What follows belongs to an exercise in optimizing a design on an open flow for small area; a production flow would make more cautious choices.
Only simulation tests tie the RTL to the original design; equivalence was not proved.

**flow/config.mk**
```make
export PLATFORM = sky130hd
export DESIGN_NAME = quadratic_sequence
export DESIGN_NICKNAME = quadratic_sequence
export VERILOG_FILES = /design/flow/design.v
export SDC_FILE = /design/flow/constraint.sdc
export NUM_CORES = 4
export LEC_CHECK = 0
export CAP_MARGIN = 20
export CORE_MARGIN = 2
export CORE_UTILIZATION = 40
export PLACE_DENSITY = 0.6
export SLEW_MARGIN = 20
```
**flow/constraint.sdc**
```tcl
create_clock -name core_clock -period 80.0 [get_ports {i_clk}]
set_input_delay 16.0000 -clock core_clock [delete_from_list [all_inputs] [get_ports {i_clk}]]
set_output_delay 16.0000 -clock core_clock [all_outputs]
set_load 0.01 [all_outputs]
```
**flow/design.v**
```verilog
module led_display (
    input  wire [3:0] v,
    output wire [6:0] seg1,    
    output reg  [6:0] seg2     
);
    assign seg1 = v[3] ? 7'b0111111 : 7'b1000000;
    always @(*) begin
        case (v[2:0])
            3'd0:    seg2 = v[3] ? 7'b0000000 : 7'b1000000;  
            3'd1:    seg2 = 7'b1111001;
            3'd2:    seg2 = 7'b0100100;
            3'd3:    seg2 = 7'b0110000;
            3'd4:    seg2 = 7'b0011001;
            3'd5:    seg2 = 7'b0010010;
            3'd6:    seg2 = 7'b0000010;
            default: seg2 = 7'b1111000;
        endcase
    end
endmodule
module quadratic_sequence (
    input  wire       i_clk,
    input  wire       i_rst_n,
    input  wire       i_write_en,
    input  wire       i_read_en,
    input  wire [4:0] i_data,
    output reg  [1:0] o_result,
    output wire [6:0] led1_data,
    output wire [6:0] led2_data,
    output wire [6:0] led1_A, led2_A, led1_B, led2_B, led1_C, led2_C
);
    localparam IDLE = 4'd0, GET_A = 4'd1, GET_B = 4'd2, GET_C = 4'd3,
               CALC_DELTA = 4'd4, CALC_SQRT = 4'd5, CALC_ROOTS = 4'd6,
               FINISH = 4'd7, READ_1 = 4'd8, READ_2 = 4'd9;
    reg [3:0] reg_A, reg_B, reg_C, o_data, state;
    reg w_prev, r_prev;
    wire w_press = ~i_write_en & ~w_prev;
    wire r_press = ~i_read_en & ~r_prev;
    wire [3:0] m = i_data[3:0];
    wire [2:0] m_mag = m[3] ? 3'd0 - m[2:0] : m[2:0];
    wire [3:0] coef = {i_data[4] ? (~m[3] & (m[2:0] != 3'd0)) : m[3],
                       m_mag | {3{i_data[4] & (m == 4'b1000)}}};
    wire a8 = reg_A[3] & (reg_A[2:0] == 3'd0);
    wire b8 = reg_B[3] & (reg_B[2:0] == 3'd0);
    wire c8 = reg_C[3] & (reg_C[2:0] == 3'd0);
    wire [3:0] ma = {a8, reg_A[2:0]}, mc = {c8, reg_C[2:0]};
    wire e = reg_B[0];
    wire [2:0] kap = {b8, reg_B[2:1]};
    reg [4:0] u;
    always @(*) begin
        case ({kap, e})
            4'b0000: u = 5'd0;
            4'b0001: u = 5'd0;
            4'b0010: u = 5'd1;
            4'b0011: u = 5'd2;
            4'b0100: u = 5'd4;
            4'b0101: u = 5'd6;
            4'b0110: u = 5'd9;
            4'b0111: u = 5'd12;
            default: u = 5'd16;
        endcase
    end
    wire [6:0] p = ma * mc;
    wire ac_neg = reg_A[3] ^ reg_C[3];
    wire [7:0] dp = ac_neg ? {3'b0, u} + {1'b0, p} : {3'b0, u} - {1'b0, p};
    wire delta_neg = dp[7];
    wire delta_nz = (dp != 8'd0) | e;
    reg [2:0] j;
    reg ok;
    always @(*) begin
        ok = 1'b1;
        j = 3'd0;
        case ({e, dp[6:0]})
            {1'b0, 7'd0}:  j = 3'd0;
            {1'b0, 7'd1}:  j = 3'd1;
            {1'b0, 7'd4}:  j = 3'd2;
            {1'b0, 7'd9}:  j = 3'd3;
            {1'b0, 7'd16}: j = 3'd4;
            {1'b0, 7'd25}: j = 3'd5;
            {1'b0, 7'd36}: j = 3'd6;
            {1'b0, 7'd49}: j = 3'd7;
            {1'b1, 7'd0}:  j = 3'd0;
            {1'b1, 7'd2}:  j = 3'd1;
            {1'b1, 7'd6}:  j = 3'd2;
            {1'b1, 7'd12}: j = 3'd3;
            {1'b1, 7'd20}: j = 3'd4;
            {1'b1, 7'd30}: j = 3'd5;
            {1'b1, 7'd42}: j = 3'd6;
            {1'b1, 7'd56}: j = 3'd7;
            default:       ok = 1'b0;
        endcase
    end
    wire sel = state[0];
    wire t = sel ^ reg_B[3];
    wire jlt = j < kap;
    wire [2:0] jmk = jlt ? kap - j : j - kap;
    wire [3:0] h = ok ? (t ? j + kap + e : {1'b0, jmk}) : {1'b0, kap};
    wire m_neg = ok ? (~t & jlt) : ~t;
    wire [3:0] q = h / ma;
    wire rneg = reg_A[3] ^ sel ^ m_neg;
    wire [2:0] wq = q[3] ? 3'd0 - q[2:0] : q[2:0];
    wire rs = (q == 4'd0) ? 1'b0 : (rneg ? ~(q[3] & (q[2:0] != 3'd0)) : q[3]);
    wire [3:0] root = (ma == 4'd0) ? 4'd0 : {rs, wq};
    led_display d_data (.v(o_data), .seg1(led1_data), .seg2(led2_data));
    led_display d_a    (.v(reg_A),  .seg1(led1_A),    .seg2(led2_A));
    led_display d_b    (.v(reg_B),  .seg1(led1_B),    .seg2(led2_B));
    led_display d_c    (.v(reg_C),  .seg1(led1_C),    .seg2(led2_C));
    always @(posedge i_clk or negedge i_rst_n) begin
        if (!i_rst_n) begin
            reg_A <= 0; reg_B <= 0; reg_C <= 0; o_data <= 0;
            o_result <= 0; state <= IDLE; w_prev <= 0; r_prev <= 0;
        end else begin
            w_prev <= ~i_write_en;
            r_prev <= ~i_read_en;
            case (state)
                IDLE:
                    if (r_press) begin
                        if (o_result[1]) state <= READ_1;
                    end else if (w_press) begin
                        reg_A <= coef; state <= GET_A;
                    end
                GET_A: if (w_press) begin reg_B <= coef; state <= GET_B; end
                GET_B: if (w_press) begin reg_C <= coef; state <= GET_C; end
                GET_C: state <= CALC_DELTA;
                CALC_DELTA: state <= CALC_SQRT;
                CALC_SQRT: state <= CALC_ROOTS;
                CALC_ROOTS: state <= FINISH;
                FINISH: begin
                    o_result <= {~delta_neg, delta_nz};
                    state <= IDLE;
                end
                READ_1: begin
                    o_data <= root;
                    if (r_press) state <= o_result[0] ? READ_2 : IDLE;
                end
                READ_2: begin
                    o_data <= root;
                    if (r_press) state <= IDLE;
                end
                default: state <= IDLE;
            endcase
        end
    end
endmodule
```
**flow/flow/run.sh**
```bash
#!/bin/bash
set -euo pipefail
WORK=$PWD
export MY_ABC_SCRIPT=$WORK/flow/abc.script
export FLOW_SYNTH_TCL=$WORK/synth_recipe.tcl
CTS="-sink_clustering_enable -repair_clock_nets -dont_use_dummy_load"
if [[ -f $WORK/flow/cts_args ]]; then CTS=$(cat $WORK/flow/cts_args); fi
bash standard.sh ADDER_MAP_FILE= SYNTH_SCRIPT=$WORK/flow/synth.tcl \
  "BUFFER_PORTS_ARGS=-buffer_cell sky130_fd_sc_hd__buf_1" \
  "CTS_ARGS=$CTS" finish > $WORK/standard.log 2>&1
```
**flow/flow/abc.script**
```
strash
&get -n
&deepsyn -J 200
&put
dch
amap
topo
```
**flow/flow/synth.tcl**
```tcl
# The standard flow's synthesis script (synth_recipe.tcl) unchanged, except that every abc call
# runs flow/abc.script instead of ORFS's abc script.
proc abc {args} {
  set i [lsearch -exact $args -script]
  if {$i >= 0} { set args [lreplace $args $i [expr {$i + 1}] -script $::env(MY_ABC_SCRIPT)] }
  yosys abc {*}$args
}
source $::env(FLOW_SYNTH_TCL)
```
**flow/standard.sh**
```bash
#!/bin/bash
# synth_recipe.tcl (not shown) runs the flow's synth.tcl, then flattens the netlist and writes it again
# the make line also repeats each setting of config.mk as NAME=value (left out here)
make -C /OpenROAD-flow-scripts/flow DESIGN_CONFIG=/design/flow/config.mk WORK_HOME=/design/flow/orfs CLKGATE_MAP_FILE= SYNTH_SCRIPT=/design/flow/synth_recipe.tcl "${@:-finish}"
```
==> key figures, run 1 <==
Outcome
  • Status: finished clean

Detailed routing
  • Total wire length: 6.339 mm
  • Antenna Violating Nets Remaining: 0
  • Routed length per instance: 13.35 um
  • Starting DRT DRC Count: 267
  • TritonRoute pass-1 iters: 5
  • Vias per inst: 5.495
  • DRC errors left: 0
  • Via count: 2610

Die
  • Core area: 5507 um2
  • Die area: 6323 um2
  • Initial Utilization: 41.42%
  • I/O pin count: 67
  • Die span in x: 79.52 um
  • Die height: 79.52 um
  • FP Rows: 27

Logic synthesis
  • Synthesis-stage register bit count: 24
  • Seq/Total Area, Yosys: 26.33%
  • Synth area leaders: dfrtp_1, nor2_1, clkinv_1, buf_4, o21ai_0
  • Yosys warns: 2
  • Top cell type's share of synthesized area: 26.33%
  • Mean Syn Cell Area: 6.389 um2
  • Cells after Synth: 357
  • Dominant cell type by area after synthesis: dfrtp_1
  • Net Count, Synth: 366
  • Cell variety after synth: 32
  • Synthesized area: 2281 um2

Clock network
  • Hold Buf Count CTS: 0
  • Worst-Skew Late Latency: 0.27 ns
  • H-tree levels: 1
  • TritonCTS clock tree: yes
  • Setup Fix Bufs, Post-CTS: 0
  • Number of gates resized after cts: 0
  • Root Buffer: clkbuf_8
  • Clock Tree Buf Depth: 2
  • Total CTS buffers: 3
  • TritonCTS sink count: 24
  • Clock slew at reported path FFs: 0.09 ns

Worst setup path
  • R2R depth: 50
  • Crit path kind: register to output port
  • Worst setup EP type: output port
  • Peak fanout along the critical path: 8
  • WP data required: 64.00 ns
  • CP Launch Type: register
  • R2r setup slk: 69.59 ns
  • Critical path arrival: 1.97 ns
  • Reg-to-Reg Start: reg_A[0]
  • Reg2reg end: o_data[3]

Timing
  • Endpoints failing setup: 0
  • Worst slew pin tran: 0.7546 ns
  • Total negative slack: 0 ns
  • Fin Clk Skew: 0.01424 ns
  • Peak Freq: 0.05564 GHz
  • Relative slew slack: 49.54%
  • RSZ-0062 raised after global routing: no
  • Final min period: 17.97 ns
  • Hold Violations, Final: 0
  • Max Slew Vio Count: 0
  • Final period util: 22.46%

Place
  • Port bufs: 66
  • RePlAce Congestion: 0.8818
  • Dpl hpwl: 4.957 mm
  • Dpl cells: 472

GRT
  • All-Layer GR Usage: 20.30%
  • Initial antenna violation count: 0
  • GRT overflow: 0
  • First-pass GRT wire length: 10.39 mm
  • Largest net degree at the start of global routing: 25
  • Number of global-route vias before repair: 2195

Final layout
  • Area Growth Syn to Fin: 9.051%
  • Register area: 600.6 um2
  • N_diodes: 0
  • Most frequent cells in the layout: nor2_1, buf_1, clkinv_1
  • Commonest non-fill, non-tap cell in the layout: nor2_1
  • Post-Layout Cell Count: 475
  • Share of cells above drive strength 1: 0.9926%
  • Final #Nets: 414
  • Layout fillers: 597
  • Multi-input logic area: 1290 um2

Flow run
  • Max-cap violation count: 0

Hold path
  • Hold path cells: 1
  • WHS Endpoint: o_result[1]
  • Min-delay worst type: register to register
  • Critical hold path startpoint: o_result[1]
==> worst max path at each step <==
stage	start	end	slack, ns
after detailed placement	reg_A[1]	led2_A[0]	62.35
final	reg_A[1]	led2_A[0]	62.03
after global placement	reg_B[2]	led2_B[5]	62.42
after global routing	reg_A[1]	led2_A[0]	61.77
after CTS	reg_A[1]	led2_A[0]	62.05
after floorplan	reg_C[0]	led2_C[5]	62.40
==> per-stage QoR <==
step	area [um2]	setup slack [ns]	hold WS (ns)	utilization, %
2_1_floorplan	2281	62.40	0.5331	-
3_3_place_gp	2446	62.42	0.5636	44.42
3_5_place_dp	2446	62.35	0.5492	44.42
4_1_cts	2487	62.05	0.5825	45.17
5_1_grt	2487	61.77	0.6217	45.17
6_report	2487	62.03	0.5840	45.17
==> area by class of cell <==
cell class | count | area share, %
clock buffers | 3 | 1.660
inverters | 56 | 8.451
multi-input cells | 253 | 51.86
flip-flops and latches | 24 | 24.14
well taps | 72 | 3.622
repair buffers | 67 | 10.26
==> cell usage after synthesis (all sizes together) <==
master and number:
nor2 75, clkinv 56, o21ai 31, nand2 30
a21oi 25, buf 24, dfrtp 24, o22ai 20
nor3 16, or2 9, a211oi 5, a31oi 5
o21a 4, o32ai 4, a22oi 3, nand3 3
o221ai 3, nand2b 2, nor3b 2, o211ai 2
o31ai 2, o32a 2, a21boi 1, a21o 1
a31o 1, a32oi 1, nand4 1, nor2b 1
o211a 1, o22a 1, or3 1, xnor2 1
==> metal layers <==
metal / wire length, um / vias to the layer above / global-route usage, %
met5: 0 / - / 0
met4: 47 / 0 / 3.103
met3: 496 / 8 / 2.376
met2: 2863 / 131 / 33.45
met1: 2932 / 1161 / 28.96
li1: - / 1310 / -
==> state kept, by name, summed over array words and instances (netlist names) <==
register and flops:
reg_C 4, reg_A 4, o_data 4, w_prev 1, o_result 2, state 4, r_prev 1, reg_B 4
==> critical path, stage by stage, from the launching register on <==
cell,delay (ns)
dfrtp_1,0.48
clkinv_1,0.28
nor2_1,0.21
clkinv_1,0.16
nand3_1,0.14
o21ai_0,0.14
nor2b_1,0.17
buf_1,0.13
==> cells by family (layout without fill, tap and decap cells) <==
group           count (synthesis)  after routing  share of synthesized area (%)
flops                          24             24                          26.33
simple gates                  140            140                          25.95
xor+xnor                        1              1                         0.3841
buf+inv                        80            126                          17.11
compound gates                112            112                          30.23
==> run 2: changes to the inputs <==
==> flow/flow/cts_args (new file) <==
-repair_clock_nets -dont_use_dummy_load -buf_list sky130_fd_sc_hd__clkbuf_8 -root_buf sky130_fd_sc_hd__clkbuf_8
==> run 2 against run 1 <==
  * Global-route usage unchanged
  * Clock skew stayed put
  * Maximum frequency unchanged
  * Setup slack unchanged
  * Die area did not move
  * Count of clock-buffer cells in the layout did not move
  * Worst hold slack unchanged
  * First-iteration DRC count stayed put
  * Register-to-register slack about the same
  * Highest routed layer unchanged
==> key figures, run 2 <==
Clock network
  • Clock Tree Buf Depth: 2 (unchanged)
  • Clock slew at reported path FFs: 0.09 ns (about the same)
  • Total CTS buffers: 3 (unchanged)
  • Worst-Skew Late Latency: 0.27 ns (about the same)
  • Hold Buf Count CTS: 0 (unchanged)
  • H-tree levels: 1 (unchanged)
  • Setup Fix Bufs, Post-CTS: 0 (unchanged)
  • TritonCTS sink count: 24 (unchanged)
  • Root Buffer: clkbuf_8 (unchanged)
  • TritonCTS clock tree: yes (unchanged)
  • Number of gates resized after cts: 0 (unchanged)

Logic synthesis
  • Dominant cell by count in the synthesized netlist: nor2_1 (unchanged)
  • Synthesized area: 2281 um2 (unchanged)
  • Synthesis-stage register bit count: 24 (unchanged)
  • Top cell type's share of synthesized area: 26.33% (unchanged)
  • Seq/Total Area, Yosys: 26.33% (unchanged)
  • Top post-synthesis cells by count: nor2_1, clkinv_1, o21ai_0, nand2_1, a21oi_1 (unchanged)
  • Mean Syn Cell Area: 6.389 um2 (unchanged)
  • Synth Area in Adders: 0% (unchanged)
  • Synth area leaders: dfrtp_1, nor2_1, clkinv_1, buf_4, o21ai_0 (unchanged)
  • Dominant cell type by area after synthesis: dfrtp_1 (unchanged)
  • Net Count, Synth: 366 (unchanged)
  • Yosys warns: 2 (unchanged)
  • Cell variety after synth: 32 (unchanged)
  • Cells after Synth: 357 (unchanged)
  • Largest family of logic cells by synthesized area: compound AO/OA/AOI/OAI gates (unchanged)
  • Simple-gate share of the synthesized area: 25.95% (unchanged)
  • Post-synth EDFFs: 0 (unchanged)
  • Main synth FF type: dfrtp_1 (unchanged)
  • Post-synthesis compound-gate area fraction: 30.22% (unchanged)
  • Mux cell area share after synthesis: 0% (unchanged)
  • Async SR Flop Fraction: 100.0% (unchanged)
  • XOR/XNOR Fraction of Synth Area: 0.3840% (unchanged)

GRT
  • All-Layer GR Usage: 20.30% (unchanged)
  • Initial antenna violation count: 0 (unchanged)
  • First-pass GRT wire length: 10.39 mm (unchanged)
  • GRT overflow: 0 (unchanged)
  • Number of global-route vias before repair: 2195 (unchanged)
  • Largest net degree at the start of global routing: 25 (unchanged)

Worst setup path
  • CP startpoint: reg_A[1] (unchanged)
  • R2r setup slk: 69.59 ns (about the same)
  • Crit path kind: register to output port (unchanged)
  • Critical path capture point: led2_A[0] (unchanged)
  • Critical Path, Cell by Cell: clkinv_1, nor2_1, clkinv_1, nand3_1, o21ai_0, nor2b_1, buf_1 (unchanged)
  • Worst setup EP type: output port (unchanged)
  • Crit path depth: 7 (unchanged)
  • Reg-to-Reg Start: reg_A[0] (unchanged)
  • Max incr delay on CP: 0.48 ns (about the same)
  • Critical path arrival: 1.97 ns (about the same)
  • WP data required: 64.00 ns (about the same)
  • CP dominant cell by count: clkinv_1 (unchanged)
  • Slowest-stage cell, CP: dfrtp_1 (unchanged)
  • Reg2reg end: o_data[3] (unchanged)
  • Bufs and invs on worst path: 3 (unchanged)
  • CP Launch Type: register (unchanged)
  • R2R depth: 50 (unchanged)
  • Crit-path leading delay family: buffers and inverters (unchanged)
  • Peak fanout along the critical path: 8 (unchanged)

Detailed routing
  • Vias per inst: 5.495 (unchanged)
  • Total wire length: 6.339 mm (unchanged)
  • Starting DRT DRC Count: 267 (unchanged)
  • DRC errors left: 0 (unchanged)
  • Via count: 2610 (unchanged)
  • TritonRoute pass-1 iters: 5 (unchanged)
  • Antenna Violating Nets Remaining: 0 (unchanged)
  • Routed length per instance: 13.35 um (unchanged)

Die
  • Core area: 5507 um2 (unchanged)
  • FP Rows: 27 (unchanged)
  • Initial Utilization: 41.42% (unchanged)
  • Die height: 79.52 um (unchanged)
  • Die span in x: 79.52 um (unchanged)
  • I/O pin count: 67 (unchanged)
  • Die area: 6323 um2 (unchanged)

Timing
  • Peak Freq: 0.05564 GHz (unchanged)
  • Final min period: 17.97 ns (unchanged)
  • Hold Violations, Final: 0 (unchanged)
  • Final period util: 22.46% (unchanged)
  • Endpoints failing setup: 0 (unchanged)
  • Total negative slack: 0 ns (unchanged)
  • RSZ-0062 raised after global routing: no (unchanged)
  • Worst slew pin tran: 0.7546 ns (unchanged)
  • Fin Hold WS: 0.5840 ns (unchanged)
  • Relative slew slack: 49.54% (unchanged)
  • Max Slew Vio Count: 0 (unchanged)
  • Fin Clk Skew: 0.01424 ns (unchanged)

Flow run
  • Max-cap violation count: 0 (unchanged)

Outcome
  • Status: finished clean (unchanged)

Hold path
  • Min-delay worst type: register to register (unchanged)

Place
  • DP Area: 2446 um2 (unchanged)
  • RePlAce Congestion: 0.8818 (unchanged)
  • Dpl hpwl: 4.957 mm (unchanged)
  • Port bufs: 66 (unchanged)

Final layout
  • N_diodes: 0 (unchanged)
  • Area Growth Syn to Fin: 9.051% (unchanged)
  • Most frequent cells in the layout: nor2_1, buf_1, clkinv_1 (unchanged)
  • Final #Nets: 414 (unchanged)
  • Share of cells above drive strength 1: 0.9926% (unchanged)
  • Commonest non-fill, non-tap cell in the layout: nor2_1 (unchanged)
  • Finished layout cell area: 2487 um2 (unchanged)
[run 2: cell counts after synthesis]
Identical to the previous run, type by type.
[run 2: cell type report]
cell class | count | area [um2]
tap | 72 | 90.09
sequential | 24 | 600.6
inverter | 56 | 210.2
multi-input combinational | 253 | 1290
clock buffer | 3 | 41.29
timing repair buffer | 67 | 255.2
fill | 597 | 3019
[run 2: cells by family (layout without fill, tap and decap cells)]
| family | count (synthesis) | after routing |
|---|---|---|
| AO/OA/AOI/OAI | 112 | 112 |
| XOR/XNOR | 1 | 1 |
| AND/OR/NAND/NOR | 140 | 140 |
| flip-flops | 24 | 24 |
| buffers and inverters | 80 | 126 |
[run 2: how the worst min path moves through the flow]
stage / start / end / slack [ns] / cells after the start
finish: o_result[1] / o_result[1] / 0.58 / 1
global placement: o_result[1] / o_result[1] / 0.56 / 1
CTS: o_result[1] / o_result[1] / 0.58 / 1
floorplan: o_data[1] / o_data[1] / 0.53 / 1
global route: o_result[1] / o_result[1] / 0.62 / 1
detailed placement: o_result[1] / o_result[1] / 0.55 / 1
[run 2: metrics by stage]
step	setup WS, ns	std cells	utilization [%]
floorplan	62.40	357	-
global placement	62.42	472	44.42
detailed placement	62.35	472	44.42
CTS	62.05	475	45.17
global route	61.77	475	45.17
finish	62.03	475	45.17
[run 2: worst reg2reg max path: cells and delay by family (launching register included)]
family	cells	cell delay [ns]
flip-flops	1	0.57
AO/OA/AOI/OAI	21	4.40
AND/OR/NAND/NOR	23	3.92
buffers and inverters	6	1.45
[run 2: metal layers]
metal  track usage (%)  up-vias  wire length (um)
li1                  -     1310                 -
met1             28.96     1161              2932
met2             33.45      131              2863
met3             2.376        8               496
met4             3.103        0                47
met5                 0        -                 0
==> run 3: changes to the inputs <==
==> flow/flow/cts_args (replaced) <==
-sink_clustering_enable -sink_clustering_size 30 -sink_clustering_max_diameter 200 -repair_clock_nets -dont_use_dummy_load -buf_list sky130_fd_sc_hd__clkbuf_8 -root_buf sky130_fd_sc_hd__clkbuf_8
==> run 3 against run 2 <==
  * Maximum frequency unchanged
  * Critical path depth unchanged
  * Synthesized cell count unchanged
  * Area after synthesis unchanged
  * Clock skew unchanged
==> key figures, run 3 <==
Logic synthesis
  • Dominant cell type by area after synthesis: dfrtp_1 (unchanged)
  • Cells after Synth: 357 (unchanged)
  • Seq/Total Area, Yosys: 26.33% (unchanged)
  • Dominant cell by count in the synthesized netlist: nor2_1 (unchanged)
  • Synthesis-stage register bit count: 24 (unchanged)
  • Main synth FF type: dfrtp_1 (unchanged)
  • Cell variety after synth: 32 (unchanged)
  • Yosys warns: 2 (unchanged)
  • Mean Syn Cell Area: 6.389 um2 (unchanged)
  • Post-synth EDFFs: 0 (unchanged)
  • Net Count, Synth: 366 (unchanged)
  • Async SR Flop Fraction: 100.0% (unchanged)
  • Top cell type's share of synthesized area: 26.33% (unchanged)
  • Top post-synthesis cells by count: nor2_1, clkinv_1, o21ai_0, nand2_1, a21oi_1 (unchanged)
  • Synthesized area: 2281 um2 (unchanged)
  • Synth area leaders: dfrtp_1, nor2_1, clkinv_1, buf_4, o21ai_0 (unchanged)

Hold path
  • Min-delay worst type: register to register (unchanged)

GRT
  • All-Layer GR Usage: 20.30% (unchanged)
  • Largest net degree at the start of global routing: 25 (unchanged)
  • GRT overflow: 0 (unchanged)
  • Number of global-route vias before repair: 2195 (unchanged)
  • First-pass GRT wire length: 10.39 mm (unchanged)
  • Initial antenna violation count: 0 (unchanged)

Die
  • Die height: 79.52 um (unchanged)
  • I/O pin count: 67 (unchanged)
  • Die span in x: 79.52 um (unchanged)
  • Initial Utilization: 41.42% (unchanged)
  • FP Rows: 27 (unchanged)
  • Core area: 5507 um2 (unchanged)
  • Die area: 6323 um2 (unchanged)

Detailed routing
  • Routed length per instance: 13.35 um (unchanged)
  • Via count: 2610 (unchanged)
  • DRC errors left: 0 (unchanged)
  • Antenna Violating Nets Remaining: 0 (unchanged)
  • Vias per inst: 5.495 (unchanged)
  • Total wire length: 6.339 mm (unchanged)
  • Starting DRT DRC Count: 267 (unchanged)
  • TritonRoute pass-1 iters: 5 (unchanged)

Final layout
  • Share of cells above drive strength 1: 0.9926% (unchanged)
  • Final core area utilization: 45.17% (unchanged)
  • Area Growth Syn to Fin: 9.051% (unchanged)
  • Post-Layout Cell Count: 475 (unchanged)
  • Final #Nets: 414 (unchanged)
  • Most frequent cells in the layout: nor2_1, buf_1, clkinv_1 (unchanged)
  • Commonest non-fill, non-tap cell in the layout: nor2_1 (unchanged)
  • N_diodes: 0 (unchanged)

Timing
  • Relative slew slack: 49.54% (unchanged)
  • Final min period: 17.97 ns (unchanged)
  • Hold Violations, Final: 0 (unchanged)
  • RSZ-0062 raised after global routing: no (unchanged)
  • Max Slew Vio Count: 0 (unchanged)
  • Peak Freq: 0.05564 GHz (unchanged)
  • Total negative slack: 0 ns (unchanged)
  • Final period util: 22.46% (unchanged)
  • Worst slew pin tran: 0.7546 ns (unchanged)
  • Fin Clk Skew: 0.01424 ns (unchanged)
  • Endpoints failing setup: 0 (unchanged)

Clock network
  • Clock slew at reported path FFs: 0.09 ns (about the same)
  • Clock Tree Buf Depth: 2 (unchanged)
  • Number of gates resized after cts: 0 (unchanged)
  • Hold Buf Count CTS: 0 (unchanged)
  • TritonCTS sink count: 24 (unchanged)
  • Total CTS buffers: 3 (unchanged)
  • TritonCTS clock tree: yes (unchanged)
  • Root Buffer: clkbuf_8 (unchanged)
  • H-tree levels: 1 (unchanged)
  • Worst-Skew Late Latency: 0.27 ns (about the same)
  • Setup Fix Bufs, Post-CTS: 0 (unchanged)

Worst setup path
  • Peak fanout along the critical path: 8 (unchanged)
  • Crit path kind: register to output port (unchanged)
  • Critical path arrival: 1.97 ns (about the same)
  • Worst setup EP type: output port (unchanged)
  • CP Launch Type: register (unchanged)
  • WP data required: 64.00 ns (about the same)

Place
  • RePlAce Congestion: 0.8818 (unchanged)
  • Dpl hpwl: 4.957 mm (unchanged)
  • Port bufs: 66 (unchanged)
  • Dpl cells: 472 (unchanged)

Outcome
  • Status: finished clean (unchanged)

Flow run
  • Max-cap violation count: 0 (unchanged)
[run 3: cell counts in the layout (fill, tap and decap cells not counted)]
No cell type changed its count.
[run 3: worst max-delay path, stage by stage, from the launching register on]
cell and delay (ns):
dfrtp_1 0.48, clkinv_1 0.28, nor2_1 0.21, clkinv_1 0.16
nand3_1 0.14, o21ai_0 0.14, nor2b_1 0.17, buf_1 0.13
[run 3: cell type report]
| class | count | area (um2) |
|---|---|---|
| repair buffers | 67 | 255.2 |
| fillers | 597 | 3019 |
| inverters | 56 | 210.2 |
| multi-input cells | 253 | 1290 |
| well taps | 72 | 90.09 |
| clock buffers | 3 | 41.29 |
| flip-flops and latches | 24 | 600.6 |
[run 3: final timing paths]
path	startpoint	to	slack [ns]	cells after the start
hold / removal	o_result[1]	o_result[1]	0.58	1
min in group asynchronous	i_rst_n	o_result[1]	15.70	2
hold reg to reg	o_result[1]	o_result[1]	0.58	1
setup reg to reg	reg_A[0]	o_data[3]	69.59	50
max in group asynchronous	i_rst_n	state[2]	64.05	2
setup / recovery	reg_A[1]	led2_A[0]	62.03	7
[run 3: cell families after synthesis]
group | synth area share, %
AOI/OAI and AO/OA | 30.23
buffers and inverters | 17.11
DFF | 26.33
and+or+nand+nor | 25.95
xor gates and xnor gates | 0.3841
[run 3: through the flow]
stage                     setup slack, ns  cell area, um2  hold slack, ns
after floorplan                     62.40            2281          0.5331
after global placement              62.42            2446          0.5636
after detailed placement            62.35            2446          0.5492
after CTS                           62.05            2487          0.5825
after global routing                61.77            2487          0.6217
final                               62.03            2487          0.5840
[run 3: metal layers]
layer / up-vias / global-route usage (%) / part of all wire, %
met4: 0 / 3.103 / 0.74
met1: 1161 / 28.96 / 46
met2: 131 / 33.45 / 45
li1: 1310 / - / -
met3: 8 / 2.376 / 7.8
met5: - / 0 / 0
==> run 4: changes to the inputs <==
--- a/flow/design.v
+++ b/flow/design.v
@@ -44,17 +44,15 @@
     wire c8 = reg_C[3] & (reg_C[2:0] == 3'd0);
-    wire [3:0] ma = {a8, reg_A[2:0]}, mc = {c8, reg_C[2:0]};
+    wire [3:0] ma = {a8, reg_A[2:0]}, mb = {b8, reg_B[2:0]}, mc = {c8, reg_C[2:0]};
     wire e = reg_B[0];
-    wire [2:0] kap = {b8, reg_B[2:1]};
     reg [4:0] u;
     always @(*) begin
-        case ({kap, e})
-            4'b0000: u = 5'd0;
-            4'b0001: u = 5'd0;
-            4'b0010: u = 5'd1;
-            4'b0011: u = 5'd2;
-            4'b0100: u = 5'd4;
-            4'b0101: u = 5'd6;
-            4'b0110: u = 5'd9;
-            4'b0111: u = 5'd12;
-            default: u = 5'd16;
+        case (reg_B[2:0])
+            3'd0:    u = b8 ? 5'd16 : 5'd0;
+            3'd1:    u = 5'd0;
+            3'd2:    u = 5'd1;
+            3'd3:    u = 5'd2;
+            3'd4:    u = 5'd4;
+            3'd5:    u = 5'd6;
+            3'd6:    u = 5'd9;
+            default: u = 5'd12;
         endcase
@@ -91,10 +89,10 @@
     end
+    wire [3:0] s = ok ? {j, e} : 4'd0;
     wire sel = state[0];
     wire t = sel ^ reg_B[3];
-    wire jlt = j < kap;
-    wire [2:0] jmk = jlt ? kap - j : j - kap;
-    wire [3:0] h = ok ? (t ? j + kap + e : {1'b0, jmk}) : {1'b0, kap};
-    wire m_neg = ok ? (~t & jlt) : ~t;
-    wire [3:0] q = h / ma;
-    wire rneg = reg_A[3] ^ sel ^ m_neg;
+    wire signed [5:0] mm = t ? $signed({2'b0, s}) + $signed({2'b0, mb})
+                             : $signed({2'b0, s}) - $signed({2'b0, mb});
+    wire [4:0] am = mm[5] ? 5'd0 - mm[4:0] : mm[4:0];
+    wire [3:0] q = am[4:1] / ma;
+    wire rneg = reg_A[3] ^ sel ^ mm[5];
     wire [2:0] wq = q[3] ? 3'd0 - q[2:0] : q[2:0];
==> flow/flow/run.sh (replaced) <==
#!/bin/bash
set -euo pipefail
WORK=$PWD
export MY_ABC_SCRIPT=$WORK/flow/abc.script
export FLOW_SYNTH_TCL=$WORK/synth_recipe.tcl
bash standard.sh ADDER_MAP_FILE= SYNTH_SCRIPT=$WORK/flow/synth.tcl \
  "BUFFER_PORTS_ARGS=-buffer_cell sky130_fd_sc_hd__buf_1" finish > $WORK/standard.log 2>&1
removed: flow/flow/cts_args
==> run 4 against run 3 <==
  * Routed wire length is 4.0% lower
  * Worst hold slack worse by 0.13 ns
  * Sequential share of layout area is 0.15 points higher
  * Maximum frequency is 1.0% higher
  * Register-to-register slack better by 1.9 ns
==> key figures, run 4 <==
Final layout
  • Area Growth Syn to Fin: 10.58% (was 9.051%)
  • Multi-input logic area: 1267 um2 (was 1290 um2)
  • Layout fillers: 606 (was 597)
  • Share of cells above drive strength 1: 1.259% (was 0.9926%)
  • Most frequent cells in the layout: nor2_1, buf_1, clkinv_1 (unchanged)
  • N_diodes: 0 (unchanged)
  • Final #Nets: 407 (was 414)
  • Register area: 600.6 um2 (unchanged)
  • Commonest non-fill, non-tap cell in the layout: nor2_1 (unchanged)

Clock network
  • Clock Tree Buf Depth: 2 (unchanged)
  • Number of gates resized after cts: 0 (unchanged)
  • H-tree levels: 1 (unchanged)
  • TritonCTS clock tree: yes (unchanged)
  • TritonCTS sink count: 24 (unchanged)
  • Setup Fix Bufs, Post-CTS: 0 (unchanged)
  • Root Buffer: clkbuf_8 (unchanged)
  • Clock slew at reported path FFs: 0.09 ns (about the same)
  • Worst-Skew Late Latency: 0.27 ns (about the same)
  • Total CTS buffers: 3 (unchanged)
  • Hold Buf Count CTS: 0 (unchanged)

Worst setup path
  • Worst setup EP type: output port (unchanged)
  • Critical Path, Cell by Cell: clkinv_1, nor2_1, a22oi_1, nand2_1, o21ai_0, nor2_1, buf_1 (was clkinv_1, nor2_1, clkinv_1, nand3_1, o21ai_0, nor2b_1, buf_1)
  • WP data required: 64.00 ns (about the same)
  • Reg-to-Reg Start: reg_A[3] (was reg_A[0])
  • Slowest-stage cell, CP: dfrtp_1 (unchanged)
  • Reg2reg end: o_data[3] (unchanged)
  • R2R depth: 38 (was 50)
  • R2r setup slk: 71.52 ns (was 69.59 ns)
  • CP dominant cell by count: nor2_1 (was clkinv_1)
  • CP startpoint: reg_A[1] (unchanged)
  • CP Launch Type: register (unchanged)
  • Critical path arrival: 1.79 ns (was 1.97 ns)
  • Crit path kind: register to output port (unchanged)
  • Max incr delay on CP: 0.47 ns (was 0.48 ns)
  • Critical path capture point: led2_A[1] (was led2_A[0])
  • Peak fanout along the critical path: 7 (was 8)

Die
  • Initial Utilization: 41.11% (was 41.42%)
  • Core area: 5439 um2 (was 5507 um2)
  • Die height: 78.77 um (was 79.52 um)
  • FP Rows: 27 (unchanged)
  • Die area: 6204 um2 (was 6323 um2)
  • Die span in x: 78.77 um (was 79.52 um)
  • I/O pin count: 67 (unchanged)

GRT
  • GRT overflow: 0 (unchanged)
  • Initial antenna violation count: 0 (unchanged)
  • First-pass GRT wire length: 10.18 mm (was 10.39 mm)
  • Largest net degree at the start of global routing: 25 (unchanged)
  • All-Layer GR Usage: 20.12% (was 20.30%)
  • Number of global-route vias before repair: 2166 (was 2195)

Place
  • Dpl hpwl: 4.903 mm (was 4.957 mm)
  • Port bufs: 66 (unchanged)
  • RePlAce Congestion: 0.9540 (was 0.8818)

Detailed routing
  • Via count: 2526 (was 2610)
  • DRC errors left: 0 (unchanged)
  • Starting DRT DRC Count: 158 (was 267)
  • Antenna Violating Nets Remaining: 0 (unchanged)
  • TritonRoute pass-1 iters: 5 (unchanged)
  • Routed length per instance: 12.97 um (was 13.35 um)
  • Total wire length: 6.085 mm (was 6.339 mm)
  • Vias per inst: 5.386 (was 5.495)

Timing
  • Fin Clk Skew: 0.004316 ns (was 0.01424 ns)
  • Max Slew Vio Count: 0 (unchanged)
  • Peak Freq: 0.05620 GHz (was 0.05564 GHz)
  • Relative slew slack: 37.96% (was 49.54%)
  • Final period util: 22.24% (was 22.46%)
  • Hold Violations, Final: 0 (unchanged)
  • Final min period: 17.79 ns (was 17.97 ns)
  • Endpoints failing setup: 0 (unchanged)
  • Total negative slack: 0 ns (unchanged)
  • RSZ-0062 raised after global routing: no (unchanged)
  • Worst slew pin tran: 0.9071 ns (was 0.7546 ns)

Logic synthesis
  • Top post-synthesis cells by count: nor2_1, clkinv_1, nand2_1, o21ai_0, a21oi_1 (was nor2_1, clkinv_1, o21ai_0, nand2_1, a21oi_1)
  • Cell variety after synth: 34 (was 32)
  • Async SR Flop Fraction: 100.0% (unchanged)
  • Post-synth EDFFs: 0 (unchanged)
  • Cells after Synth: 350 (was 357)
  • Mean Syn Cell Area: 6.388 um2 (was 6.389 um2)
  • Dominant cell by count in the synthesized netlist: nor2_1 (unchanged)
  • Yosys warns: 2 (unchanged)
  • Dominant cell type by area after synthesis: dfrtp_1 (unchanged)
  • Synth area leaders: dfrtp_1, nor2_1, clkinv_1, o21ai_0, buf_4 (was dfrtp_1, nor2_1, clkinv_1, buf_4, o21ai_0)
  • Main synth FF type: dfrtp_1 (unchanged)
  • Seq/Total Area, Yosys: 26.86% (was 26.33%)
  • Synthesized area: 2236 um2 (was 2281 um2)
  • Synthesis-stage register bit count: 24 (unchanged)
  • Net Count, Synth: 359 (was 366)
  • Top cell type's share of synthesized area: 26.86% (was 26.33%)

Hold path
  • Min-delay worst type: register to register (unchanged)
  • Critical hold path startpoint: state[3] (was o_result[1])

Flow run
  • Max-cap violation count: 0 (unchanged)

Outcome
  • Status: finished clean (unchanged)
==> run 4: layer usage <==
metal / track usage, % / up-vias / wire length (um)
li1: - / 1300 / -
met1: 29.55 / 1137 / 2963
met2: 32.05 / 87 / 2665
met3: 2.614 / 2 / 421
met4: 3.158 / 0 / 35
met5: 0 / - / 0
==> run 4: worst max-delay path: cells and delay by family, from the launching register on <==
kind / cells / cell delay, ns
flops: 1 / 0.47
simple gates: 3 / 0.43
buf+inv: 2 / 0.40
compound gates: 2 / 0.22
==> run 4: cell type report <==
| class | instances | area share, % |
|---|---|---|
| Multi-Input combinational cell | 252 | 51.27 |
| Sequential cell | 24 | 24.29 |
| Timing Repair Buffer | 67 | 10.32 |
| Inverter | 50 | 7.591 |
| Tap cell | 72 | 3.644 |
| Clock buffer | 3 | 1.670 |
| Clock inverter | 1 | 1.215 |
==> run 4: how the worst min path moves through the flow <==
| stage | slack, ns | end | cells after the start |
|---|---|---|---|
| 5_1_grt | 0.47 | state[2] | 1 |
| 3_3_place_gp | 0.44 | state[2] | 1 |
| 2_1_floorplan | 0.42 | state[2] | 1 |
| 6_report | 0.46 | state[2] | 1 |
| 3_5_place_dp | 0.45 | state[2] | 1 |
| 4_1_cts | 0.46 | state[2] | 1 |
==> run 4: cells by family after synthesis <==
group	count (synthesis)	synth area share [%]
and+or+nand+nor	138	25.80
AOI/OAI and AO/OA	113	30.50
buffers and inverters	74	16.45
DFF	24	26.86
xor gates and xnor gates	1	0.3918
==> run 4: stage by stage <==
| step | hold slack [ns] | cell area, um2 | cells | setup slack (ns) | utilization (%) |
|---|---|---|---|---|---|
| 5_1_grt | 0.4687 | 2472 | 469 | 61.97 | 45.46 |
| 2_1_floorplan | 0.4203 | 2236 | 350 | 62.49 | - |
| 3_3_place_gp | 0.4396 | 2401 | 465 | 62.46 | 44.15 |
| 6_report | 0.4587 | 2472 | 469 | 62.21 | 45.46 |
| 4_1_cts | 0.4607 | 2472 | 469 | 62.19 | 45.46 |
| 3_5_place_dp | 0.4467 | 2401 | 465 | 62.41 | 44.15 |
==> run 5: changes to the inputs <==
--- a/flow/design.v
+++ b/flow/design.v
@@ -44,15 +44,17 @@
     wire c8 = reg_C[3] & (reg_C[2:0] == 3'd0);
-    wire [3:0] ma = {a8, reg_A[2:0]}, mb = {b8, reg_B[2:0]}, mc = {c8, reg_C[2:0]};
+    wire [3:0] ma = {a8, reg_A[2:0]}, mc = {c8, reg_C[2:0]};
     wire e = reg_B[0];
+    wire [2:0] kap = {b8, reg_B[2:1]};
     reg [4:0] u;
     always @(*) begin
-        case (reg_B[2:0])
-            3'd0:    u = b8 ? 5'd16 : 5'd0;
-            3'd1:    u = 5'd0;
-            3'd2:    u = 5'd1;
-            3'd3:    u = 5'd2;
-            3'd4:    u = 5'd4;
-            3'd5:    u = 5'd6;
-            3'd6:    u = 5'd9;
-            default: u = 5'd12;
+        case ({kap, e})
+            4'b0000: u = 5'd0;
+            4'b0001: u = 5'd0;
+            4'b0010: u = 5'd1;
+            4'b0011: u = 5'd2;
+            4'b0100: u = 5'd4;
+            4'b0101: u = 5'd6;
+            4'b0110: u = 5'd9;
+            4'b0111: u = 5'd12;
+            default: u = 5'd16;
         endcase
@@ -89,10 +91,10 @@
     end
-    wire [3:0] s = ok ? {j, e} : 4'd0;
     wire sel = state[0];
     wire t = sel ^ reg_B[3];
-    wire signed [5:0] mm = t ? $signed({2'b0, s}) + $signed({2'b0, mb})
-                             : $signed({2'b0, s}) - $signed({2'b0, mb});
-    wire [4:0] am = mm[5] ? 5'd0 - mm[4:0] : mm[4:0];
-    wire [3:0] q = am[4:1] / ma;
-    wire rneg = reg_A[3] ^ sel ^ mm[5];
+    wire jlt = j < kap;
+    wire [2:0] jmk = jlt ? kap - j : j - kap;
+    wire [3:0] h = ok ? (t ? j + kap + e : {1'b0, jmk}) : {1'b0, kap};
+    wire m_neg = ok ? (~t & jlt) : ~t;
+    wire [3:0] q = h / ma;
+    wire rneg = reg_A[3] ^ sel ^ m_neg;
     wire [2:0] wq = q[3] ? 3'd0 - q[2:0] : q[2:0];
==> flow/flow/run.sh (replaced) <==
#!/bin/bash
set -euo pipefail
WORK=$PWD
export MY_ABC_DIR=$WORK/flow
export FLOW_SYNTH_TCL=$WORK/synth_recipe.tcl
CTS="-sink_clustering_enable -repair_clock_nets -dont_use_dummy_load"
if [[ -f $WORK/flow/cts_args ]]; then CTS=$(cat $WORK/flow/cts_args); fi
bash standard.sh ADDER_MAP_FILE= SYNTH_SCRIPT=$WORK/flow/synth.tcl \
  "BUFFER_PORTS_ARGS=-buffer_cell sky130_fd_sc_hd__buf_1" \
  "CTS_ARGS=$CTS" finish > $WORK/standard.log 2>&1
==> flow/flow/abc_0.script (new file) <==
strash
&get -n
&deepsyn -J 200 -S 0
&put
dch
amap
topo
==> flow/flow/abc_1.script (new file) <==
strash
&get -n
&deepsyn -J 200 -S 1
&put
dch
amap
topo
==> flow/flow/abc_2.script (new file) <==
strash
&get -n
&deepsyn -J 200 -S 2
&put
dch
amap
topo
==> flow/flow/abc_3.script (new file) <==
strash
&get -n
&deepsyn -J 200 -S 3
&put
dch
amap
topo
==> flow/flow/abc_4.script (new file) <==
strash
&get -n
&deepsyn -J 200 -S 4
&put
dch
amap
topo
==> flow/flow/abc_5.script (new file) <==
strash
&get -n
&deepsyn -J 200 -S 5
&put
dch
amap
topo
==> flow/flow/synth.tcl (replaced) <==
# The standard flow's synthesis script (synth_recipe.tcl) unchanged, except for the abc calls:
# each abc call maps the combinational logic with every script flow/abc_*.script in turn,
# starting from the same netlist, and keeps the result with the smallest cell area.
proc abc {args} {
  set i [lsearch -exact $args -script]
  if {$i >= 0} { set args [lreplace $args $i [expr {$i + 1}]] }
  set lib ""
  set j [lsearch -exact $args -liberty]
  if {$j >= 0} { set lib [lindex $args [expr {$j + 1}]] }
  design -save my_pre_abc
  set best ""
  set best_area 0
  foreach scr [lsort [glob $::env(MY_ABC_DIR)/abc_*.script]] {
    design -load my_pre_abc
    yosys abc -script $scr {*}$args
    set report [tee -q -s result.string stat -liberty $lib]
    if {![regexp {Chip area for module '[^']*': ([0-9.]+)} $report -> area]} { error "no area for $scr" }
    puts "abc script [file tail $scr]: cell area $area"
    if {$best eq "" || $area < $best_area} {
      set best $scr
      set best_area $area
      design -save my_best_abc
    }
  }
  puts "abc: kept [file tail $best], cell area $best_area"
  design -load my_best_abc
}
source $::env(FLOW_SYNTH_TCL)
removed: flow/flow/abc.script
==> run 5 against run 4 <==
  * Still clean
  * Count of clock-buffer cells in the layout unchanged
  * Sequential cell count unchanged
  * Worst hold slack improved by 0.077 ns
  * Area after synthesis decreased by 1.5%
  * Utilization decreased by 0.87 points
  * Maximum frequency decreased by 1.0%
  * Routed wire length increased by 0.41%
  * Die area decreased by 1.4%
  * Critical endpoint is now led2_A[6]
  * Highest routed layer unchanged
==> key figures, run 5 <==
Timing
  • Total negative slack: 0 ns (unchanged)
  • Max Slew Vio Count: 0 (unchanged)
  • Final min period: 17.98 ns (was 17.79 ns)
  • Relative slew slack: 39.30% (was 37.96%)
  • Hold Violations, Final: 0 (unchanged)
  • Endpoints failing setup: 0 (unchanged)
  • Final period util: 22.47% (was 22.24%)
  • Fin Clk Skew: 0.01562 ns (was 0.004316 ns)
  • RSZ-0062 raised after global routing: no (unchanged)
  • Peak Freq: 0.05562 GHz (was 0.05620 GHz)
  • Worst slew pin tran: 0.9010 ns (was 0.9071 ns)

Flow run
  • Max-cap violation count: 0 (unchanged)

GRT
  • GR met3 Demand/Resource: 4.828% (was 2.614%)
  • Largest net degree at the start of global routing: 25 (unchanged)
  • Global routing usage on met1: 27.61% (was 29.55%)
  • Most used routing layer: met2 (unchanged)
  • GRT overflow: 0 (unchanged)
  • Number of global-route vias before repair: 2143 (was 2166)
  • All-Layer GR Usage: 19.86% (was 20.12%)
  • Initial antenna violation count: 0 (unchanged)
  • First-pass GRT wire length: 9.956 mm (was 10.18 mm)
  • M2 GR Usage: 31.72% (was 32.05%)

Final layout
  • Share of cells above drive strength 1: 1.031% (was 1.259%)
  • Multi-input logic area: 1261 um2 (was 1267 um2)
  • Layout fillers: 587 (was 606)
  • Most frequent cells in the layout: nor2_1, buf_1, clkinv_1 (unchanged)
  • Area Growth Syn to Fin: 9.370% (was 10.58%)
  • Register area: 600.6 um2 (unchanged)
  • N_diodes: 0 (unchanged)
  • Commonest non-fill, non-tap cell in the layout: nor2_1 (unchanged)
  • Final #Nets: 399 (was 407)

Clock network
  • Clock Tree Buf Depth: 2 (unchanged)
  • Root Buffer: clkbuf_8 (unchanged)
  • TritonCTS sink count: 24 (unchanged)
  • TritonCTS clock tree: yes (unchanged)
  • H-tree levels: 1 (unchanged)
  • Total CTS buffers: 3 (unchanged)
  • Hold Buf Count CTS: 0 (unchanged)
  • Clock slew at reported path FFs: 0.09 ns (about the same)
  • Worst-Skew Late Latency: 0.27 ns (about the same)
  • Number of gates resized after cts: 0 (unchanged)
  • Setup Fix Bufs, Post-CTS: 0 (unchanged)

Logic synthesis
  • Synthesis-stage register bit count: 24 (unchanged)
  • Seq/Total Area, Yosys: 27.26% (was 26.86%)
  • Net Count, Synth: 351 (was 359)
  • Synthesized area: 2203 um2 (was 2236 um2)
  • Main synth FF type: dfrtp_1 (unchanged)
  • Mean Syn Cell Area: 6.443 um2 (was 6.388 um2)
  • Top cell type's share of synthesized area: 27.26% (was 26.86%)
  • Synth area leaders: dfrtp_1, nor2_1, buf_4, clkinv_1, a21oi_1 (was dfrtp_1, nor2_1, clkinv_1, o21ai_0, buf_4)
  • Dominant cell type by area after synthesis: dfrtp_1 (unchanged)
  • Post-synth EDFFs: 0 (unchanged)
  • Yosys warns: 2 (unchanged)
  • Async SR Flop Fraction: 100.0% (unchanged)
  • Cells after Synth: 342 (was 350)
  • Cell variety after synth: 30 (was 34)
  • Dominant cell by count in the synthesized netlist: nor2_1 (unchanged)
  • Top post-synthesis cells by count: nor2_1, clkinv_1, a21oi_1, o21ai_0, nand2_1 (was nor2_1, clkinv_1, nand2_1, o21ai_0, a21oi_1)

Detailed routing
  • Starting DRT DRC Count: 128 (was 158)
  • Routed length per instance: 13.28 um (was 12.97 um)
  • DRC errors left: 0 (unchanged)
  • TritonRoute pass-1 iters: 5 (unchanged)
  • Vias per inst: 5.550 (was 5.386)
  • Total wire length: 6.110 mm (was 6.085 mm)
  • Via count: 2553 (was 2526)
  • Antenna Violating Nets Remaining: 0 (unchanged)

Hold path
  • Min-delay worst type: register to register (unchanged)
  • WHS Endpoint: state[3] (was state[2])
  • Hold path cells: 3 (was 1)
  • Critical hold path startpoint: r_prev (was state[3])

Worst setup path
  • Reg-to-Reg Start: reg_A[3] (unchanged)
  • Critical path arrival: 1.98 ns (was 1.79 ns)
  • Crit-path leading delay family: flip-flops (unchanged)
  • CP Launch Type: register (unchanged)
  • Reg2reg end: o_data[3] (unchanged)
  • CP dominant cell by count: nor2_1 (unchanged)
  • R2R depth: 25 (was 38)
  • Critical Path, Cell by Cell: clkinv_1, nor2_1, nor2_1, a21o_1, nor2_1, nor2_1, buf_1 (was clkinv_1, nor2_1, a22oi_1, nand2_1, o21ai_0, nor2_1, buf_1)
  • Slowest-stage cell, CP: dfrtp_1 (unchanged)
  • Max incr delay on CP: 0.54 ns (was 0.47 ns)
  • Bufs and invs on worst path: 2 (unchanged)
  • R2r setup slk: 73.62 ns (was 71.52 ns)
  • Worst setup EP type: output port (unchanged)
  • WP data required: 64.00 ns (about the same)
  • Crit path kind: register to output port (unchanged)
  • Peak fanout along the critical path: 10 (was 7)

Outcome
  • Status: finished clean (unchanged)

Place
  • RePlAce Congestion: 0.9421 (was 0.9540)
  • Port bufs: 66 (unchanged)
  • Dpl hpwl: 4.937 mm (was 4.903 mm)

Die
  • Die area: 6118 um2 (was 6204 um2)
  • Core area: 5405 um2 (was 5439 um2)
  • FP Rows: 27 (unchanged)
  • Initial Utilization: 40.76% (was 41.11%)
  • Die height: 78.22 um (was 78.77 um)
  • I/O pin count: 67 (unchanged)
  • Die span in x: 78.22 um (was 78.77 um)
## run 5: cell types whose count changed in the layout (fill, tap and decap cells not counted), sizes merged, moves of 2 or more
cell / before / now
nor2: 70 / 80
nand3: 5 / 8
a21oi: 26 / 29
nand2: 36 / 26
o22ai: 21 / 19
o21ai: 36 / 28
and2: 0 / 2
o21a: 2 / 4
a21o: 0 / 3
o221ai: 2 / 5
clkinv: 50 / 43
a32oi: 2 / 0
## run 5: cell type report
cell class	instances	area share (%)
Clock buffer	3	1.713
Tap cell	72	3.738
Multi-Input combinational cell	251	52.34
Inverter	43	6.698
Sequential cell	24	24.92
Timing Repair Buffer	67	10.59
## run 5: cell families (layout without fill, tap and decap cells)
| logic type | Yosys count | count (layout) | share of synthesized area, % |
|---|---|---|---|
| AOI/OAI and AO/OA | 111 | 111 | 30.78 |
| buffers and inverters | 67 | 113 | 15.50 |
| DFF | 24 | 24 | 27.26 |
| and+or+nand+nor | 140 | 140 | 26.46 |
## run 5: stage by stage
stage | hold WS (ns) | utilization (%) | instance area [um2] | cells | setup WS, ns
CTS | 0.5423 | 44.58 | 2410 | 460 | 62.04
global placement | 0.5445 | 43.82 | 2369 | 457 | 62.42
detailed placement | 0.5550 | 43.82 | 2369 | 457 | 62.36
finish | 0.5360 | 44.58 | 2410 | 460 | 62.02
floorplan | 0.5170 | - | 2203 | 342 | 62.52
global route | 0.5804 | 44.58 | 2410 | 460 | 61.77
## run 5: how the worst max path moves through the flow
stage              from         to  slack [ns]  cells after the start
6_report       reg_A[2]  led2_A[6]       62.02                      7
3_3_place_gp   reg_B[2]  led2_B[1]       62.42                      7
3_5_place_dp   reg_B[2]  led2_B[1]       62.36                      7
2_1_floorplan  reg_A[2]  led2_A[6]       62.52                      5
5_1_grt        reg_C[2]  led2_C[1]       61.77                      7
4_1_cts        reg_A[2]  led2_A[6]       62.04                      7
## run 5: worst register-to-register path, stage by stage (launching register included)
cell,delay (ns)
dfrtp_1,0.53
clkinv_1,0.27
o22ai_1,0.46
clkinv_1,0.25
o221ai_1,0.29
o21ai_0,0.24
a211o_1,0.35
nand2_1,0.08
a31oi_1,0.10
o21ai_0,0.46
nor2_1,0.15
o21ai_0,0.42
o221ai_1,0.20
and2_0,0.20
or2_0,0.19
a21oi_1,0.23
nor4_1,0.07
a221oi_1,0.50
nor2_1,0.14
o22ai_1,0.21
nand2b_1,0.11
o21a_1,0.19
a31oi_1,0.21
nor2_1,0.09
a211oi_1,0.27
a21oi_1,0.07
## run 5: metal layers
layer / vias to the layer above / wire (um)
met3: 10 / 442
met4: 0 / 71
met5: - / 0
met1: 1172 / 2814
met2: 97 / 2781
li1: 1274 / -

==> re-timing with driven ports <==
No port has a modelled driver above. Below, the same layouts with a new extraction and two added sets of constraints. Step 1 (the two cells are an assumption about what drives the block):
set clk [get_ports {i_clk}]
set_driving_cell -lib_cell sky130_fd_sc_hd__clkbuf_16 $clk
set_driving_cell -lib_cell sky130_fd_sc_hd__buf_2 [delete_from_list [all_inputs] $clk]
Step 2 adds t to the input delays and takes it off the output delays; t is the mean of the earliest and latest rising clock arrival at the registers after step 1. Input paths then give back, and output paths get back, about the clock's delay inside the block. Slacks: no drivers / after step 1 / after step 2; pairs: no drivers / after step 1.
run	t (ns)	setup slack, ns	slew at the worst register clock pin (ns)	worst slew at a driven data input, ns
run 1	0.291	62.028 / 62.001 / 62.293	0.09 / 0.09	0.03
run 2	0.291	62.028 / 62.001 / 62.293	0.09 / 0.09	0.03
run 3	0.291	62.028 / 62.001 / 62.293	0.09 / 0.09	0.03
run 4	0.293	62.207 / 62.181 / 62.396	0.09 / 0.09	0.03
run 5	0.289	62.021 / 61.996 / 62.285	0.09 / 0.09	0.03
After both steps every run listed still meets setup and hold.
